From an optimization exercise on the open Yosys and OpenROAD flow, aimed at small area; shortcuts taken in it are not production practice. The RTL was checked by simulation tests, not by an equivalence proof against the original design. No activity file was given, so power comes from the tool's default toggle rates.

## motorpackage
module motorpackage(
    input        inc,
    input        rst,
    input        en,
    input        rxin,
    input        q1a, q1b, q2a, q2b, q3a, q3b, q4a, q4b,
    input  [2:0] hall1, hall2, hall3, hall4, hall5,
    output [1:0] a1, b1, c1,
    output [1:0] a2, b2, c2,
    output [1:0] a3, b3, c3,
    output [1:0] a4, b4, c4,
    output [1:0] a5, b5, c5,
    output       tx
    );
Size: ~380 flip-flops, ~21000 sq um of cells after synthesis.
make LEC_CHECK=0 CAP_MARGIN=20 CORE_MARGIN=2 CORE_UTILIZATION=40 CTS_BUF_LIST=sky130_fd_sc_hd__clkbuf_4 SLEW_MARGIN=20 finish   # period 10.0 ns
run.sh (not shown) runs the stock make flow with config.mk's settings and CLKGATE_MAP_FILE= SYNTH_SCRIPT=/design/flow/synth_recipe.tcl, a recipe that flattens the netlist after the stock synthesis.
Next try:
==> flow/flow/run.sh (new file) <==
#!/bin/bash
# Standard layout, with clock tree synthesis told not to add dummy loads.
set -e
cp standard.sh standard_copy.txt
export CTS_ARGS="-sink_clustering_enable -repair_clock_nets -buf_list sky130_fd_sc_hd__clkbuf_4 -dont_use_dummy_load"
bash standard.sh > standard.log 2>&1
==> flow/standard.sh (new file) <==
#!/bin/bash
# synth_recipe.tcl (not shown) runs the flow's synth.tcl, then flattens the netlist and writes it again
# the make line also repeats each setting of config.mk as NAME=value (left out here)
make -C /OpenROAD-flow-scripts/flow DESIGN_CONFIG=/design/flow/config.mk WORK_HOME=/design/flow/orfs CLKGATE_MAP_FILE= SYNTH_SCRIPT=/design/flow/synth_recipe.tcl "${@:-finish}"
removed: flow/run.sh
=>
- The new run finished with timing, DRC and antenna clean
- total power drops by 11%
- clock power went down by 23%
- worst hold slack degrades by 15 ps
- setup slack is about the same
Next try:
==> flow/run.sh (new file) <==
#!/bin/bash
# synth_recipe.tcl (not shown) runs the flow's synth.tcl, then flattens the netlist and writes it again
# the make line also repeats each setting of config.mk as NAME=value (left out here)
make -C /OpenROAD-flow-scripts/flow DESIGN_CONFIG=/design/flow/config.mk WORK_HOME=/design/flow/orfs CLKGATE_MAP_FILE= SYNTH_SCRIPT=/design/flow/synth_recipe.tcl finish
--- a/flow/config.mk
+++ b/flow/config.mk
@@ -6,7 +6,11 @@
 export NUM_CORES = 4
 export LEC_CHECK = 0
+export ABC_AREA = 1
 export CAP_MARGIN = 20
 export CORE_MARGIN = 2
 export CORE_UTILIZATION = 40
-export CTS_BUF_LIST = sky130_fd_sc_hd__clkbuf_4
+export CTS_BUF_LIST = sky130_fd_sc_hd__clkbuf_16
+export CTS_CLUSTER_DIAMETER = 100
+export CTS_CLUSTER_SIZE = 30
+export GPL_TIMING_DRIVEN = 1
 export SLEW_MARGIN = 20
removed: flow/flow/run.sh
removed: flow/standard.sh
The changed run passed the timing, design-rule and antenna checks.
Global-route usage went down by 1.7 points.
Hold slack degrades by 4.9 ps.
Via count goes down by a few percent.
Sequential power hardly moves.
Critical path depth fell by 1.
Total power shrinks by a few percent.
Sequential cell count is unchanged.
Wire length is lower by a little under a tenth.
Setup slack gets better by 310 ps.
First-iteration DRC count goes down by a few percent.
Die area came out lower slightly.
Next try:
--- a/flow/config.mk
+++ b/flow/config.mk
@@ -9,8 +9,8 @@
 export CAP_MARGIN = 20
 export CORE_MARGIN = 2
-export CORE_UTILIZATION = 40
+export CORE_UTILIZATION = 60
 export CTS_BUF_LIST = sky130_fd_sc_hd__clkbuf_16
-export CTS_CLUSTER_DIAMETER = 100
-export CTS_CLUSTER_SIZE = 30
+export CTS_CLUSTER_DIAMETER = 80
+export CTS_CLUSTER_SIZE = 25
 export GPL_TIMING_DRIVEN = 1
 export SLEW_MARGIN = 20
What happened: Routed wire length went down by 2.4%; via count hardly moves; cell count is lower by 7.0%; utilization grows by 22 points; synthesized area is unchanged.

Setup of v6:
motorpackage, a different RTL version from the one above (not shown whole).
Size in the first run: ~370 flip-flops, ~58 I/O pins, roughly 22000 sq um of cells after synthesis.
export LEC_CHECK = 0
export CAP_MARGIN = 20
export CORE_MARGIN = 2
export CORE_UTILIZATION = 40
export SLEW_MARGIN = 20
create_clock -name core_clock -period 10.0 [get_ports {inc}]
Stock flow here: none of the scripts above is used.
Relative to v6, the following input files were edited for v7:
Settings: an added CTS_BUF_LIST of sky130_fd_sc_hd__clkbuf_4.
Results
No stage failed in v7, and the final checks on the layout all came back clean. The area overhead of the layout relative to synthesis in v7 sits 0.51 points below the value recorded for v6. As far as final period utilization is concerned, v7 and v6 perform about the same. v6 has higher detailed-route vias per instance than v7. Area: v7 vs v6 -> v7 smaller. Final design utilization in v7 is 0.21 points below v6. v7 and v6 ended up with roughly the same met2 track demand over resource in global routing. v7: fraction of met1 tracks used by global routing is 0.39 points lower than what v6 reported. Against v6 as the reference, v7 delivers a higher count of clock-net buffers in the final layout. Worst setup slack: v7 better than v6.

separate check: timing with driven ports:
How much do the figures lean on ideal ports? The routed layouts below were timed once more, with nothing changed but the port constraints.
Step 1 sets driving cells, clkbuf_16 on the clock port and buf_2 on the other inputs (assumed; they add their load-dependent delay and slew).
Step 2, shift: input delay + t, output delay - t, t = (earliest + latest rising clock arrival at the registers) / 2. This alone moves slack from input paths to output paths.
a / b / c = no drivers / after step 1 / after step 2; a / b = the first two.
| run | shift t [ns] | setup WS [ns] | slew at the worst register clock pin (ns) | worst data-port slew with drivers (ns) |
|---|---|---|---|---|
| the first run of note 1 | 0.895 | 1.609 / 1.609 / 1.609 | 0.07 / 0.07 | 0.04 |
| the second run of note 1 | 0.854 | 1.608 / 1.608 / 1.608 | 0.07 / 0.07 | 0.04 |
| the third run of note 1 | 0.583 | 1.917 / 1.917 / 1.917 | 0.12 / 0.12 | 0.05 |
| the fourth run of note 1 | 0.587 | 2.054 / 2.054 / 2.054 | 0.10 / 0.10 | 0.04 |
| v6 | 0.617 | 4.027 / 4.027 / 4.027 | 0.06 / 0.06 | 0.04 |
| v7 | 0.869 | 4.035 / 4.035 / 4.035 | 0.08 / 0.08 | 0.04 |
After both steps every run listed still meets setup and hold.
